This design comes from an exercise in tuning for small area and a short achievable clock period on the open sky130 flow, not from production work.
At most, simulation tests tie the RTL to the original design; equivalence was not proved.
No functional check of the RTL was part of run 1.
No activity file was given, so power comes from the tool's default toggle rates.

===== flow/run.sh =====
#!/bin/bash
# Own layout flow: the standard ORFS flow (standard.sh), with these changes:
#  - ports are buffered with sky130_fd_sc_hd__buf_1 (which repair may upsize)
#    instead of the clkdlybuf4s50_1 that buffer_ports picks by default;
#  - repair_timing aims for a setup slack margin of MARGIN ns (flow/margin);
#  - if flow/abc.script exists, synthesis is the standard synthesis script
#    with its ABC step replaced (flow/my_synth.tcl): the logic from the
#    registers to result_o is mapped with flow/abc_out.script (if present),
#    the rest with flow/abc.script. Flip-flops are mapped before ABC runs, so
#    the registers are exactly the standard synthesis's;
#  - any extra ORFS variables listed in flow/env (KEY=VALUE lines), and
#    make variable assignments in flow/make_args (one line).
# Every tool's output goes to the ORFS logs under orfs/logs, and make's own
# output to standard.log in this folder.
set -euo pipefail
MARGIN=$(cat flow/margin 2>/dev/null || echo 5)
export BUFFER_PORTS_ARGS="-buffer_cell sky130_fd_sc_hd__buf_1"
if [[ -f flow/env ]]; then set -a; source flow/env; set +a; fi
EXTRA=()
if [[ -f flow/abc.script ]]; then
  export MY_ABC_SCRIPT="$PWD/flow/abc.script"
  if [[ -f flow/abc_out.script ]]; then export MY_ABC_OUT_SCRIPT="$PWD/flow/abc_out.script"; fi
  EXTRA+=("SYNTH_SCRIPT=$PWD/flow/my_synth.tcl")
fi
if [[ -f flow/make_args ]]; then read -r -a MARGS < flow/make_args; EXTRA+=("${MARGS[@]}"); fi
bash standard.sh "${EXTRA[@]}" SETUP_SLACK_MARGIN=$MARGIN finish > standard.log 2>&1

===== flow/abc.script =====
strash
dch
map -B 0.9 -D 4000
strash
dch
map -B 0.9 -D 4000
topo
stime -c
buffer -c
upsize -c -D 4000
dnsize -c -D 4000

===== flow/abc_out.script =====
strash
dch
map -B 0.9 -D 2000
topo
stime -c
buffer -c
upsize -c -D 2000
dnsize -c -D 2000

===== flow/env =====
CTS_ARGS="-sink_clustering_enable -repair_clock_nets -dont_use_dummy_load -buf_list sky130_fd_sc_hd__clkbuf_4"
ADDER_MAP_FILE=

===== flow/margin =====
6.4

===== flow/my_synth.tcl =====
# The standard synthesis script (synth_recipe.tcl), except that Yosys's abc
# step maps the logic that drives the outputs (from the registers to result_o)
# with the ABC script MY_ABC_OUT_SCRIPT, and the rest with MY_ABC_SCRIPT.
proc synth {args} { yosys synth -nofsm -noshare {*}$args }
proc abc {args} {
  set i [lsearch -exact $args -script]
  if {[info exists ::env(MY_ABC_OUT_SCRIPT)] && $::env(MY_ABC_OUT_SCRIPT) ne ""} {
    set out_args $args
    lset out_args [expr {$i + 1}] $::env(MY_ABC_OUT_SCRIPT)
    yosys select -set outcone o:result_o %ci*:-sky130_fd_sc_hd__dfxtp_1
    yosys abc {*}$out_args @outcone
    yosys select -clear
  }
  if {[info exists ::env(MY_ABC_SCRIPT)] && $::env(MY_ABC_SCRIPT) ne ""} {
    lset args [expr {$i + 1}] $::env(MY_ABC_SCRIPT)
  }
  yosys abc {*}$args
}
source $::env(SCRIPTS_DIR)/synth.tcl
# left out here: clear keep_hierarchy, flatten, clean up, hide names made inside functions, write 1_2_yosys.v

===== standard.sh =====
#!/bin/bash
# synth_recipe.tcl (not shown) runs the flow's synth.tcl, then flattens the netlist and writes it again
# the make line also repeats each setting of config.mk as NAME=value (left out here)
make -C /OpenROAD-flow-scripts/flow DESIGN_CONFIG=/design/flow/config.mk WORK_HOME=/design/flow/orfs CLKGATE_MAP_FILE= SYNTH_SCRIPT=/design/flow/synth_recipe.tcl "${@:-finish}"

===== config.mk =====
export PLATFORM = sky130hd
export DESIGN_NAME = fadd_sub
export DESIGN_NICKNAME = fadd_sub
export VERILOG_FILES = /design/flow/design.v
export SDC_FILE = /design/flow/constraint.sdc
export NUM_CORES = 4
export LEC_CHECK = 0
export ABC_AREA = 1
export CAP_MARGIN = 20
export CORE_MARGIN = 2
export CORE_UTILIZATION = 40
export SLEW_MARGIN = 20

===== constraint.sdc =====
create_clock -name core_clock -period 12.0 [get_ports {clk_i}]
set_input_delay 2.4000 -clock core_clock [delete_from_list [all_inputs] [get_ports {clk_i}]]
set_output_delay 2.4000 -clock core_clock [all_outputs]
set_load 0.01 [all_outputs]

===== design.v =====
module fadd_sub(
  input  logic        clk_i,
  input  logic [31:0] operand_a,
  input  logic [31:0] operand_b,
  output logic [31:0] result_o
);
  wire        sa = operand_a[31], sb = operand_b[31];
  wire [7:0]  fa = operand_a[30:23], fb = operand_b[30:23];
  wire        za = (fa == 8'd0), zb = (fb == 8'd0);    
  wire [7:0]  ea1 = {fa[7:1], fa[0] | za};             
  wire [7:0]  eb1 = {fb[7:1], fb[0] | zb};
  wire [23:0] ma = {~za, operand_a[22:0]};
  wire [23:0] mb = {~zb, operand_b[22:0]};
  wire [7:0]  ea = {fa[7:1], fa[0] | (za & (operand_a[22:0] != 23'd0))};
  wire [7:0]  eb = {fb[7:1], fb[0] | (zb & (operand_b[22:0] != 23'd0))};
  wire [7:0]  xp = fa ^ ~fb;
  wire [7:0]  xg = fa & ~fb;
  wire eg0 = xg[1] | (xp[1] & xg[0]);
  wire ep0 = xp[1] & xp[0];
  wire eg1 = xg[3] | (xp[3] & xg[2]);
  wire ep1 = xp[3] & xp[2];
  wire eg2 = xg[5] | (xp[5] & xg[4]);
  wire ep2 = xp[5] & xp[4];
  wire eg3 = xg[7] | (xp[7] & xg[6]);
  wire ep3 = xp[7] & xp[6];
  wire eg4 = xg[2] | (xp[2] & eg0);
  wire ep4 = xp[2] & ep0;
  wire eg5 = eg1 | (ep1 & eg0);
  wire ep5 = ep1 & ep0;
  wire eg6 = xg[6] | (xp[6] & eg2);
  wire ep6 = xp[6] & ep2;
  wire eg7 = eg3 | (ep3 & eg2);
  wire ep7 = ep3 & ep2;
  wire eg8 = xg[4] | (xp[4] & eg5);
  wire ep8 = xp[4] & ep5;
  wire eg9 = eg2 | (ep2 & eg5);
  wire ep9 = ep2 & ep5;
  wire eg10 = eg6 | (ep6 & eg5);
  wire ep10 = ep6 & ep5;
  wire eg11 = eg7 | (ep7 & eg5);
  wire ep11 = ep7 & ep5;
  wire [7:0]  gE = {eg11, eg10, eg9, eg8, eg5, eg4, eg0, xg[0]};
  wire [7:0]  pE;
  assign pE[0] = xp[0];
  assign pE[1] = pE[0] & xp[1];
  assign pE[2] = pE[1] & xp[2];
  assign pE[3] = pE[2] & xp[3];
  assign pE[4] = pE[3] & xp[4];
  assign pE[5] = pE[4] & xp[5];
  assign pE[6] = pE[5] & xp[6];
  assign pE[7] = pE[6] & xp[7];
  wire        a_exp_gt = gE[7];               
  wire        exp_eq = pE[7];                 
  wire [7:0]  d;                              
  wire        corr = za ^ zb;
  assign d[0] = a_exp_gt ? (xp[0] ^ ~corr) : ~(xp[0] ^ corr);
  assign d[1] = a_exp_gt ? (xp[1] ^ (gE[0] | (pE[0] & ~corr))) : ~(xp[1] ^ (gE[0] | (pE[0] & corr)));
  assign d[2] = a_exp_gt ? (xp[2] ^ (gE[1] | (pE[1] & ~corr))) : ~(xp[2] ^ (gE[1] | (pE[1] & corr)));
  assign d[3] = a_exp_gt ? (xp[3] ^ (gE[2] | (pE[2] & ~corr))) : ~(xp[3] ^ (gE[2] | (pE[2] & corr)));
  assign d[4] = a_exp_gt ? (xp[4] ^ (gE[3] | (pE[3] & ~corr))) : ~(xp[4] ^ (gE[3] | (pE[3] & corr)));
  assign d[5] = a_exp_gt ? (xp[5] ^ (gE[4] | (pE[4] & ~corr))) : ~(xp[5] ^ (gE[4] | (pE[4] & corr)));
  assign d[6] = a_exp_gt ? (xp[6] ^ (gE[5] | (pE[5] & ~corr))) : ~(xp[6] ^ (gE[5] | (pE[5] & corr)));
  assign d[7] = a_exp_gt ? (xp[7] ^ (gE[6] | (pE[6] & ~corr))) : ~(xp[7] ^ (gE[6] | (pE[6] & corr)));
  wire [23:0] ma_s = ma, mb_s = mb;
  wire [22:0] cg = operand_a[22:0] & ~operand_b[22:0];
  wire [22:0] cp = operand_a[22:0] | ~operand_b[22:0];
  wire fcg0 = cg[1] | (cp[1] & cg[0]);
  wire fcp0 = cp[1] & cp[0];
  wire fcg1 = cg[3] | (cp[3] & cg[2]);
  wire fcp1 = cp[3] & cp[2];
  wire fcg2 = cg[5] | (cp[5] & cg[4]);
  wire fcp2 = cp[5] & cp[4];
  wire fcg3 = cg[7] | (cp[7] & cg[6]);
  wire fcp3 = cp[7] & cp[6];
  wire fcg4 = cg[9] | (cp[9] & cg[8]);
  wire fcp4 = cp[9] & cp[8];
  wire fcg5 = cg[11] | (cp[11] & cg[10]);
  wire fcp5 = cp[11] & cp[10];
  wire fcg6 = cg[13] | (cp[13] & cg[12]);
  wire fcp6 = cp[13] & cp[12];
  wire fcg7 = cg[15] | (cp[15] & cg[14]);
  wire fcp7 = cp[15] & cp[14];
  wire fcg8 = cg[17] | (cp[17] & cg[16]);
  wire fcp8 = cp[17] & cp[16];
  wire fcg9 = cg[19] | (cp[19] & cg[18]);
  wire fcp9 = cp[19] & cp[18];
  wire fcg10 = cg[21] | (cp[21] & cg[20]);
  wire fcp10 = cp[21] & cp[20];
  wire fcg11 = fcg1 | (fcp1 & fcg0);
  wire fcp11 = fcp1 & fcp0;
  wire fcg12 = fcg3 | (fcp3 & fcg2);
  wire fcp12 = fcp3 & fcp2;
  wire fcg13 = fcg5 | (fcp5 & fcg4);
  wire fcp13 = fcp5 & fcp4;
  wire fcg14 = fcg7 | (fcp7 & fcg6);
  wire fcp14 = fcp7 & fcp6;
  wire fcg15 = fcg9 | (fcp9 & fcg8);
  wire fcp15 = fcp9 & fcp8;
  wire fcg16 = cg[22] | (cp[22] & fcg10);
  wire fcp16 = cp[22] & fcp10;
  wire fcg17 = fcg12 | (fcp12 & fcg11);
  wire fcp17 = fcp12 & fcp11;
  wire fcg18 = fcg14 | (fcp14 & fcg13);
  wire fcp18 = fcp14 & fcp13;
  wire fcg19 = fcg16 | (fcp16 & fcg15);
  wire fcp19 = fcp16 & fcp15;
  wire fcg20 = fcg18 | (fcp18 & fcg17);
  wire fcp20 = fcp18 & fcp17;
  wire fcg21 = fcg19 | (fcp19 & fcg20);
  wire        f_gt = fcg21;    
  wire        a_gt_b = a_exp_gt | (exp_eq & f_gt);
  wire [4:0]  ds = d[4:0] | {5{d[7:5] != 3'd0}};    
  wire        sub = sa ^ sb;
  wire [23:0] m_big   = a_gt_b ? ma : mb;
  wire [23:0] m_small = a_gt_b ? mb_s : ma_s;
  wire [23:0] sh1 = ds[0] ? {1'b0, m_small[23:1]} : m_small;
  wire [23:0] sh2 = ds[1] ? {2'b0, sh1[23:2]} : sh1;
  wire [23:0] sh4 = ds[2] ? {4'b0, sh2[23:4]} : sh2;
  wire [23:0] sh8 = ds[3] ? {8'b0, sh4[23:8]} : sh4;
  logic        r_sign, r_sub;
  logic [7:0]  r_exp;
  logic [23:0] r_x, r_y;
  logic [4:4] r_d;
  always_ff @(posedge clk_i) begin
    r_sign <= a_gt_b ? sa : sb;
    r_sub  <= sub;
    r_exp  <= a_gt_b ? ea : eb;
    r_x    <= m_big;
    r_y    <= sh8;
    r_d    <= ds[4:4];
  end
  wire [23:0] r_sh16 = r_d[4] ? {16'b0, r_y[23:16]} : r_y;
  wire [23:0] y = r_sh16 ^ {24{r_sub}};
  wire [24:0] p = {r_x ^ y, 1'b0};
  wire [24:0] g = {r_x & y, r_sub};
  wire [24:0] s;    
  wire cg12 = g[1] | (p[1] & g[0]);
  wire cp12 = p[1] & p[0];
  wire cg13 = g[3] | (p[3] & g[2]);
  wire cp13 = p[3] & p[2];
  wire cg14 = g[5] | (p[5] & g[4]);
  wire cp14 = p[5] & p[4];
  wire cg15 = g[7] | (p[7] & g[6]);
  wire cp15 = p[7] & p[6];
  wire cg16 = g[9] | (p[9] & g[8]);
  wire cp16 = p[9] & p[8];
  wire cg17 = g[11] | (p[11] & g[10]);
  wire cp17 = p[11] & p[10];
  wire cg18 = g[13] | (p[13] & g[12]);
  wire cp18 = p[13] & p[12];
  wire cg19 = g[15] | (p[15] & g[14]);
  wire cp19 = p[15] & p[14];
  wire cg20 = g[17] | (p[17] & g[16]);
  wire cp20 = p[17] & p[16];
  wire cg21 = g[19] | (p[19] & g[18]);
  wire cp21 = p[19] & p[18];
  wire cg22 = g[21] | (p[21] & g[20]);
  wire cp22 = p[21] & p[20];
  wire cg23 = g[23] | (p[23] & g[22]);
  wire cp23 = p[23] & p[22];
  wire cg24 = g[2] | (p[2] & cg12);
  wire cp24 = p[2] & cp12;
  wire cg25 = cg13 | (cp13 & cg12);
  wire cp25 = cp13 & cp12;
  wire cg26 = g[6] | (p[6] & cg14);
  wire cp26 = p[6] & cp14;
  wire cg27 = cg15 | (cp15 & cg14);
  wire cp27 = cp15 & cp14;
  wire cg28 = g[10] | (p[10] & cg16);
  wire cp28 = p[10] & cp16;
  wire cg29 = cg17 | (cp17 & cg16);
  wire cp29 = cp17 & cp16;
  wire cg30 = g[14] | (p[14] & cg18);
  wire cp30 = p[14] & cp18;
  wire cg31 = cg19 | (cp19 & cg18);
  wire cp31 = cp19 & cp18;
  wire cg32 = g[18] | (p[18] & cg20);
  wire cp32 = p[18] & cp20;
  wire cg33 = cg21 | (cp21 & cg20);
  wire cp33 = cp21 & cp20;
  wire cg34 = g[22] | (p[22] & cg22);
  wire cp34 = p[22] & cp22;
  wire cg35 = cg23 | (cp23 & cg22);
  wire cp35 = cp23 & cp22;
  wire cg36 = g[4] | (p[4] & cg25);
  wire cp36 = p[4] & cp25;
  wire cg37 = cg14 | (cp14 & cg25);
  wire cp37 = cp14 & cp25;
  wire cg38 = cg26 | (cp26 & cg25);
  wire cp38 = cp26 & cp25;
  wire cg39 = cg27 | (cp27 & cg25);
  wire cp39 = cp27 & cp25;
  wire cg40 = g[12] | (p[12] & cg29);
  wire cp40 = p[12] & cp29;
  wire cg41 = cg18 | (cp18 & cg29);
  wire cp41 = cp18 & cp29;
  wire cg42 = cg30 | (cp30 & cg29);
  wire cp42 = cp30 & cp29;
  wire cg43 = cg31 | (cp31 & cg29);
  wire cp43 = cp31 & cp29;
  wire cg44 = g[20] | (p[20] & cg33);
  wire cp44 = p[20] & cp33;
  wire cg45 = cg22 | (cp22 & cg33);
  wire cp45 = cp22 & cp33;
  wire cg46 = cg34 | (cp34 & cg33);
  wire cp46 = cp34 & cp33;
  wire cg47 = cg35 | (cp35 & cg33);
  wire cp47 = cp35 & cp33;
  wire cg48 = g[8] | (p[8] & cg39);
  wire cp48 = p[8] & cp39;
  wire cg49 = cg16 | (cp16 & cg39);
  wire cp49 = cp16 & cp39;
  wire cg50 = cg28 | (cp28 & cg39);
  wire cp50 = cp28 & cp39;
  wire cg51 = cg29 | (cp29 & cg39);
  wire cp51 = cp29 & cp39;
  wire cg52 = cg40 | (cp40 & cg39);
  wire cp52 = cp40 & cp39;
  wire cg53 = cg41 | (cp41 & cg39);
  wire cp53 = cp41 & cp39;
  wire cg54 = cg42 | (cp42 & cg39);
  wire cp54 = cp42 & cp39;
  wire cg55 = cg43 | (cp43 & cg39);
  wire cp55 = cp43 & cp39;
  wire cg56 = g[24] | (p[24] & cg47);
  wire cp56 = p[24] & cp47;
  wire cg57 = g[16] | (p[16] & cg55);
  wire cp57 = p[16] & cp55;
  wire cg58 = cg20 | (cp20 & cg55);
  wire cp58 = cp20 & cp55;
  wire cg59 = cg32 | (cp32 & cg55);
  wire cp59 = cp32 & cp55;
  wire cg60 = cg33 | (cp33 & cg55);
  wire cp60 = cp33 & cp55;
  wire cg61 = cg44 | (cp44 & cg55);
  wire cp61 = cp44 & cp55;
  wire cg62 = cg45 | (cp45 & cg55);
  wire cp62 = cp45 & cp55;
  wire cg63 = cg46 | (cp46 & cg55);
  wire cp63 = cp46 & cp55;
  wire cg64 = cg47 | (cp47 & cg55);
  wire cp64 = cp47 & cp55;
  wire cg65 = cg56 | (cp56 & cg55);
  wire cp65 = cp56 & cp55;
  assign s[0] = p[1] ^ g[0];
  assign s[1] = p[2] ^ cg12;
  assign s[2] = p[3] ^ cg24;
  assign s[3] = p[4] ^ cg25;
  assign s[4] = p[5] ^ cg36;
  assign s[5] = p[6] ^ cg37;
  assign s[6] = p[7] ^ cg38;
  assign s[7] = p[8] ^ cg39;
  assign s[8] = p[9] ^ cg48;
  assign s[9] = p[10] ^ cg49;
  assign s[10] = p[11] ^ cg50;
  assign s[11] = p[12] ^ cg51;
  assign s[12] = p[13] ^ cg52;
  assign s[13] = p[14] ^ cg53;
  assign s[14] = p[15] ^ cg54;
  assign s[15] = p[16] ^ cg55;
  assign s[16] = p[17] ^ cg57;
  assign s[17] = p[18] ^ cg58;
  assign s[18] = p[19] ^ cg59;
  assign s[19] = p[20] ^ cg60;
  assign s[20] = p[21] ^ cg61;
  assign s[21] = p[22] ^ cg62;
  assign s[22] = p[23] ^ cg63;
  assign s[23] = p[24] ^ cg64;
  assign s[24] = cg65;
  wire        norm = s[24] & ~r_sub;    
  assign result_o = {r_sign,
                     norm ? r_exp + 8'd1 : r_exp,
                     norm ? s[23:1] : s[22:0]};
endmodule

==> results of run 1 <==
[final cells by class]
cell class                 count  share of cell area
antenna                        1            0.000357
clock buffer                   9             0.00963
timing repair buffer         111              0.0710
multi-input combinational    948               0.621
tap                          211              0.0376
timing repair inverter         7             0.00713
sequential                    59               0.169
inverter                     147              0.0842
[layer usage]
layer	part of all wire	global-route usage	up-vias	wire [µm]
met3	0.043	0.00582	17	757
met4	0.017	0.0595	0	297
met1	0.53	0.315	3042	9320
li1	-	-	4005	-
met2	0.41	0.298	197	7280
met5	0	0	-	0
[registers in the layout, summed over array words and instances, names as in the netlist]
name    cells
r_y        24
r_d         1
r_x        24
r_exp       8
r_sub       1
r_sign      1
[cells in the mapped netlist]
master	count
o221ai_1	2
o21ai_0	78
buf_4	3
or2_1	1
o22ai_1	5
dfxtp_1	59
nand3b_1	5
buf_2	10
nor4_1	3
a2111oi_0	1
buf_1	2
or2_2	1
a21boi_0	6
o21ba_2	1
o31ai_1	1
clkbuf_1	24
a31oi_1	1
buf_6	4
nand2_1	458
nand4_1	9
xor2_1	21
nor2_1	75
nor3_1	9
o211ai_1	2
xnor2_1	5
inv_1	144
o21bai_1	1
a21o_1	11
nand3_1	223
o311ai_0	2
a22oi_1	1
a21oi_1	18
nand2_2	4
o21a_1	2
inv_2	3
nor2_2	1
[per-stage QoR]
step	hold slack, ns	instances
4_1_cts	2.26	1477
2_1_floorplan	2.49	1196
3_5_place_dp	2.65	1465
5_1_grt	2.29	1493
6_report	2.27	1493
3_3_place_gp	2.65	1465
[path summary, 6_finish.rpt]
| check | cells past startpoint | from | endpoint | slack, ns |
|---|---|---|---|---|
| setup / recovery | 20 | r_d | result_o[9] | 6.65 |
| hold / removal | 3 | operand_b[31] | r_sign | 2.27 |
[report_power, final]
group          switching (mW)  internal (mW)
logic                   0.369          0.187
clock network          0.0532         0.0347
registers              0.0240          0.234
[critical path, cell delays in order, from the launching register on]
cell and delay (ns):
dfxtp_4 0.42, buf_4 0.18, nand2_1 0.12, nand2_1 0.09, nand2_1 0.06, nand2_1 0.10, nand2_1 0.06, nand2_1 0.09
nand3_1 0.09, nand2_1 0.12, nand2_1 0.11, nand2_4 0.11, nand2_1 0.10, nand2_4 0.12, nand2_1 0.10, nand2_4 0.15
nand2_8 0.15, inv_6 0.13, nand2_1 0.06, nand2_1 0.06, buf_1 0.14
[timing repair]
action                     4_1_cts  5_1_grt
resized for setup               13       23
hold buffers                     0        0
cloned                           1        7
setup endpoints to repair       31       54
pin swaps                        0        1
buffers inserted                 2        8
[kinds of logic (layout without fill, tap and decap cells)]
family                 Yosys count  count (layout)  synth area share
XOR/XNOR                        26              26            0.0365
AO/OA/AOI/OAI                  132             132             0.120
buffers and inverters          190             274             0.123
other                            0               1                 0
AND/OR/NAND/NOR                789             790             0.531
flip-flops                      59              59             0.189
==> flow_summary_export.csv, run 1 <==
group,metric,value,unit
synth,postSynthAreaPerCell,5.22,µm²
floorplan,rows,45,
sta,layout_min_cycle_time,5.35,ns
synth,syn_area,0.00625,mm²
final_layout,final_common_cell,"nand2_1",
drt,avgViaCountPerCell,4.86,
sta,maxSlewViolCount,0,
critical_path,crit_required,9.60,ns
critical_path,worstSetupEndpointType,"output port",
floorplan,core-area,0.0153,mm²
cts,cts_buffers,9,
grt,grt_usage,0.201,
outcome,status,"finished clean",
cts,cts_root_buf,"clkbuf_4",
final_layout,drive_gt1_frac,0.0406,
flow_run,maxCapViolCount,0,
power_and_ir_drop,p_leak,3.68,nW
drt,wl,17700,µm
cts,cts_sinks,59,
floorplan,ios,97,
synth,ys_types,36,
final_layout,fillers,1702,
drt,via_count,7261,
drt,ant_nets,0,
grt,grt_pass1_vias,5926,
worst_hold_path,hold_class,"input pin to flip-flop",
cts,clkTransAtPathRegs,0.07,ns
drt,dr.pass1.iters,5,
grt,antenna_found_initial,1,
synth,netlist_top_cells_area,"nand2_1 (28%), dfxtp_1 (19%), nand3_1 (18%), inv_1 (8.7%), o21ai_0 (6.3%)",
sta,fmax,187,MHz
cts,clockBufferDepth,2,
final_layout,multi_input_area,0.00435,mm²
power_and_ir_drop,ir_drop,40.0,µV
critical_path,worstPathMaxFanout,17,
synth,ys_ff_latch,59,
placed_design,place_congestion,0.933,
synth,syn_inst,1196,
placed_design,place_ws,5.37,ns
sta,fin_setup_tns,0,ns
final_layout,utilization,0.460,
sta,relSlewSlack,0.689,
critical_path,path_class,"flip-flop to output port",
drt,drc,0,
synth,synth_seq_area_share,0.189,
grt,grt_pass1_wl,27700,µm
floorplan,fp.dieW,129,µm
sta,hold_viol_final,0,
drt,dr.first_iter.drc_count,546,
critical_path,worstPathArrival,2.95,ns
sta,setup_viol,0,
drt,wl_per_cell,11.8,µm
sta,finalCritPeriodShare,0.446,
power_and_ir_drop,power,0.903,mW
power_and_ir_drop,p_per_area,129,mW/mm²
grt,grt-ovfl-total,0,
synth,ys_warn_count,1,
sta,tightest_slew,0.465,ns
placed_design,place_area,0.00670,mm²
final_layout,design_area,0.00702,mm²
final_layout,seqCellArea,0.00119,mm²
synth,synth_fp_nets,1261,
final_layout,final_nets,1348,
final_layout,area_growth_syn_to_layout,12.3,%
sta,rsz0062_at_grt,"no",
cts,cts_tree,"done",
synth,synth_largest_area_cell,"nand2_1",
grt,grt_max_degree,67,
floorplan,start_util,0.409,
final_layout,final_cell_mix,"nand2_1 (455), nand3_1 (223), inv_1 (141), buf_1 (95), o21ai_0 (76)",
placed_design,dpl.hpwl,13800,µm
placed_design,port_buffers,96,
floorplan,die_h,129,µm
cts,cts.htree.levels,3,
sta,setup_ws,6.65,ns
floorplan,die-area,0.0166,mm²
critical_path,critPathLaunchType,"flip-flop",
synth,synth_top_area_frac,0.275,
==> run 2, diff against run 1 <==
--- a/design.v
+++ b/design.v
@@ -111,3 +111,3 @@
   wire        a_gt_b = a_exp_gt | (exp_eq & f_gt);
-  wire [4:0]  ds = d[4:0] | {5{d[7:5] != 3'd0}};    
+  wire        zero = (d[7:5] != 3'd0);                      
   wire        sub = sa ^ sb;
@@ -115,6 +115,8 @@
   wire [23:0] m_small = a_gt_b ? mb_s : ma_s;
-  wire [23:0] sh1 = ds[0] ? {1'b0, m_small[23:1]} : m_small;
-  wire [23:0] sh2 = ds[1] ? {2'b0, sh1[23:2]} : sh1;
-  wire [23:0] sh4 = ds[2] ? {4'b0, sh2[23:4]} : sh2;
-  wire [23:0] sh8 = ds[3] ? {8'b0, sh4[23:8]} : sh4;
+  wire [23:0] sh1 = d[0] ? {1'b0, m_small[23:1]} : m_small;
+  wire [23:0] sh2 = d[1] ? {2'b0, sh1[23:2]} : sh1;
+  wire [23:0] sh4 = d[2] ? {4'b0, sh2[23:4]} : sh2;
+  wire [23:0] sh8 = d[3] ? {8'b0, sh4[23:8]} : sh4;
+  wire [23:0] sh16 = d[4] ? {16'b0, sh8[23:16]} : sh8;
+  wire [23:0] y = (zero ? 24'd0 : sh16) ^ {24{sub}};
   logic        r_sign, r_sub;
@@ -122,3 +124,2 @@
   logic [23:0] r_x, r_y;
-  logic [4:4] r_d;
   always_ff @(posedge clk_i) begin
@@ -128,9 +129,6 @@
     r_x    <= m_big;
-    r_y    <= sh8;
-    r_d    <= ds[4:4];
+    r_y    <= y;
   end
-  wire [23:0] r_sh16 = r_d[4] ? {16'b0, r_y[23:16]} : r_y;
-  wire [23:0] y = r_sh16 ^ {24{r_sub}};
-  wire [24:0] p = {r_x ^ y, 1'b0};
-  wire [24:0] g = {r_x & y, r_sub};
+  wire [24:0] p = {r_x ^ r_y, 1'b0};
+  wire [24:0] g = {r_x & r_y, r_sub};
   wire [24:0] s;    
==> flow/margin (replaced) <==
6.3
removed: flow/abc_out.script
==> run 2 against run 1 <==
Compared with the run above:
- critical endpoint is now r_y[7]
- design area fell by 7.3%
- total power rose by 3.6%
- non-clock buffer count rose by 6
- largest power group unchanged
- die area fell by 10%
- maximum frequency fell by 1.6%
- worst setup slack got worse by 0.089 ns
- clock-buffer cell count did not move
- synthesized cell count fell by 14%
- still clean
==> flow_summary_export.csv, run 2 <==
group,metric,value,unit
synth,ys_ff_latch,58,
synth,syn_inst,1026,
grt,grt_pass1_vias,5780,
synth,synth_largest_area_cell,"nand2_1",
placed_design,port_buffers,96,
final_layout,largestRegisters,"r_x (24), r_y (24), r_exp (8)",
critical_path,crit_required,12.27,ns
synth,ys_types,32,
synth,synth-edff-count,0,
final_layout,multi_input_area,0.00395,mm²
grt,grt_pass1_wl,28200,µm
placed_design,placed_cells,1272,
final_layout,design_area,0.00650,mm²
drt,wl,18000,µm
critical_path,worstSetupEndpointType,"flip-flop",
final_layout,final_cell_mix,"nand2_1 (296), nand3_1 (171), inv_1 (122), nor2_1 (108), buf_1 (94)",
cts,clkTransAtPathRegs,0.08,ns
critical_path,worstPathArrival,5.72,ns
critical_path,cp_top_family,"simple AND/OR/NAND/NOR gates",
sta,hold_viol_final,0,
sta,fmax,184,MHz
sta,hold_slack,2.29,ns
drt,drc,0,
floorplan,core-area,0.0138,mm²
critical_path,path_buf_inv,5,
drt,avgViaCountPerCell,5.09,
grt,grt-ovfl-total,0,
final_layout,final_common_cell,"nand2_1",
floorplan,start_util,0.405,
critical_path,crit_start,"operand_a[24]",
sta,rsz0062_at_grt,"yes",
sta,finalCritPeriodShare,0.454,
final_layout,drive_gt1_frac,0.0677,
final_layout,fillers,1622,
grt,grt_usage,0.236,
synth,synth_seq_area_share,0.208,
floorplan,rows,43,
critical_path,crit_top_cell,"nand2_1",
critical_path,critPathLaunchType,"input pin",
final_layout,final_nets,1190,
synth,synth_common_cells,"nand2_1 (310), nand3_1 (173), inv_1 (127), nor2_1 (112), o21ai_0 (69)",
synth,synthAdderAreaFrac,0,
sta,maxSlewViolCount,0,
synth,synth_top_family_by_area,"simple AND/OR/NAND/NOR gates",
floorplan,die_h,122,µm
final_layout,stdcell_count,1304,
synth,netlist_top_cells_area,"nand2_1 (21%), dfxtp_1 (21%), nand3_1 (16%), inv_1 (8.5%), xor2_1 (7.8%)",
synth,ys_warn_count,1,
drt,dr.pass1.iters,6,
cts,cts-hold-fix-buffers,0,
drt,ant_nets,0,
floorplan,fp.dieW,122,µm
drt,dr.first_iter.drc_count,750,
critical_path,crit_chain,"buf_1 > nor2_1 > nand3_1 > nor3_1 > nand3_1 > nand2_1 > inv_1 > nand2_1 > inv_1 > nor2_1 > buf_4 > clkinvlp_4 > nor4_1 > nand2_1 > a21oi_1 > nand2_1 > nand2_1 > nand2_1",
sta,setup_ws,6.56,ns
flow_run,maxCapViolCount,0,
power_and_ir_drop,p_leak,3.31,nW
cts,cts.htree.levels,3,
synth,yosysMostFrequentCell,"nand2_1",
final_layout,area_growth_syn_to_layout,16.6,%
power_and_ir_drop,p_per_area,144,mW/mm²
sta,layout_min_cycle_time,5.44,ns
outcome,status,"finished clean",
synth,synth_mux_area_frac,0.00359,
sta,setup_viol,0,
cts,clockBufferDepth,2,
cts,cts_buffers,9,
synth,synth_top_area_frac,0.209,
drt,via_count,6642,
sta,tightest_slew,0.699,ns
synth,synth_compound_area_frac,0.121,
synth,yosys.area_share.simple,0.472,
critical_path,max_stage_delay,0.53,ns
critical_path,worstPathMaxFanout,25,
grt,grt_max_degree,84,
placed_design,dpl.hpwl,14000,µm
critical_path,slowest_stage,"nor4_1",
floorplan,ios,97,
placed_design,place_area,0.00607,mm²
grt,antenna_found_initial,0,
power_and_ir_drop,ir_drop,39.9,µV
final_layout,seqCellArea,0.00117,mm²
synth,synth_fp_nets,1091,
sta,fin_setup_tns,0,ns
cts,cts_root_buf,"clkbuf_4",
critical_path,path_class,"input pin to flip-flop",
synth,synth_ff_type,"dfxtp_1",
sta,relSlewSlack,0.534,
synth,synth-xor-area-share,0.0848,
synth,async_reset_ff_frac,0,
placed_design,place_ws,5.07,ns
placed_design,place_congestion,0.933,
worst_hold_path,min_from,"operand_a[31]",
drt,wl_per_cell,13.8,µm
synth,postSynthAreaPerCell,5.44,µm²
floorplan,die-area,0.0149,mm²
cts,cts_tree,"done",
cts,cts_sinks,58,
worst_hold_path,hold_class,"input pin to flip-flop",
synth,syn_area,0.00558,mm²
==> run 2: cell types whose count changed in the layout (fill, tap and decap cells not counted), moves of 8 or more <==
cell	change
o21ai_0	-8
nand3_1	-52
a21oi_1	+10
nand2_1	-159
nor2_1	+33
inv_1	-19
xor2_1	+28
a21o_1	-11
==> run 2: cell type report <==
cell class / count / share of cell area
Antenna cell: 1 / 0.000385
Inverter: 130 / 0.0794
Clock buffer: 9 / 0.0104
Timing Repair inverter: 4 / 0.00423
Tap cell: 180 / 0.0346
Sequential cell: 58 / 0.179
Timing Repair Buffer: 117 / 0.0846
Multi-Input combinational cell: 805 / 0.607
==> run 2: cells by family (layout without fill, tap and decap cells) <==
logic type | after synthesis | count (layout)
other | 0 | 1
buffers and inverters | 164 | 260
AO/OA/AOI/OAI | 123 | 123
flip-flops | 58 | 58
AND/OR/NAND/NOR | 625 | 626
XOR/XNOR | 54 | 54
multiplexers | 2 | 2
==> run 2: metal layers <==
layer / vias to the layer above / global-route usage / routed length (µm)
met5: - / 0 / 0
met4: 0 / 0.0704 / 323
met3: 21 / 0.0229 / 1040
met2: 216 / 0.367 / 7980
met1: 2911 / 0.345 / 8690
li1: 3494 / - / -
==> run 2: final timing paths <==
| path | endpoint | depth (start not counted) |
|---|---|---|
| hold / removal | r_sign | 3 |
| setup / recovery | r_y[7] | 18 |
==> run 2: what timing repair did <==
item | CTS | global route
setup endpoints to repair | 54 | 51
cloned | 3 | 3
gates resized for setup | 25 | 33
buffers inserted | 1 | 15
pin swaps | 1 | 8
==> run 2: power breakdown <==
| part | switching, mW | internal [mW] |
|---|---|---|
| Combinational | 0.393 | 0.210 |
| Sequential | 0.0191 | 0.226 |
| Clock | 0.0532 | 0.0347 |
==> run 2: through the flow <==
stage | total power [mW] | utilization
after global routing | 1.03 | 0.472
after CTS | 0.899 | 0.453
after global placement | 0.792 | 0.440
final | 0.936 | 0.472
after detailed placement | 0.793 | 0.440
after floorplan | 0.655 | -
==> run 2: worst min-delay path, delay by kind of cell <==
family        cells  cell delay (ns)
simple gates      2             0.12
buf+inv           1             0.10

what the ideal ports hide:
Ports are ideal in the flow. The routed layouts listed here were re-timed in OpenROAD.
Step 1 assumes that a clkbuf_16 drives the clock port and a buf_2 every other input.
Step 2 times the ports against the registers' clock, not the clock port: input delays grow and output delays shrink by t, the midpoint of the rising clock arrivals with the driver on.
Slacks: ideal ports / drivers / drivers and shift; pairs: ideal ports / drivers.
| run | t, ns | slack for setup (ns) | worst setup path at the end | worst data-port slew with drivers (ns) |
|---|---|---|---|---|
| run 1 | 0.385 | 6.646 / 6.622 / 6.369 | input to register | 0.03 |
| run 2 | 0.387 | 6.557 / 6.532 / 6.177 | input to register | 0.06 |
After both steps setup and hold are still met in every run listed. The setup slack of run 2, which loses most, moves by -0.025 ns with the drivers and by -0.380 ns with both steps.
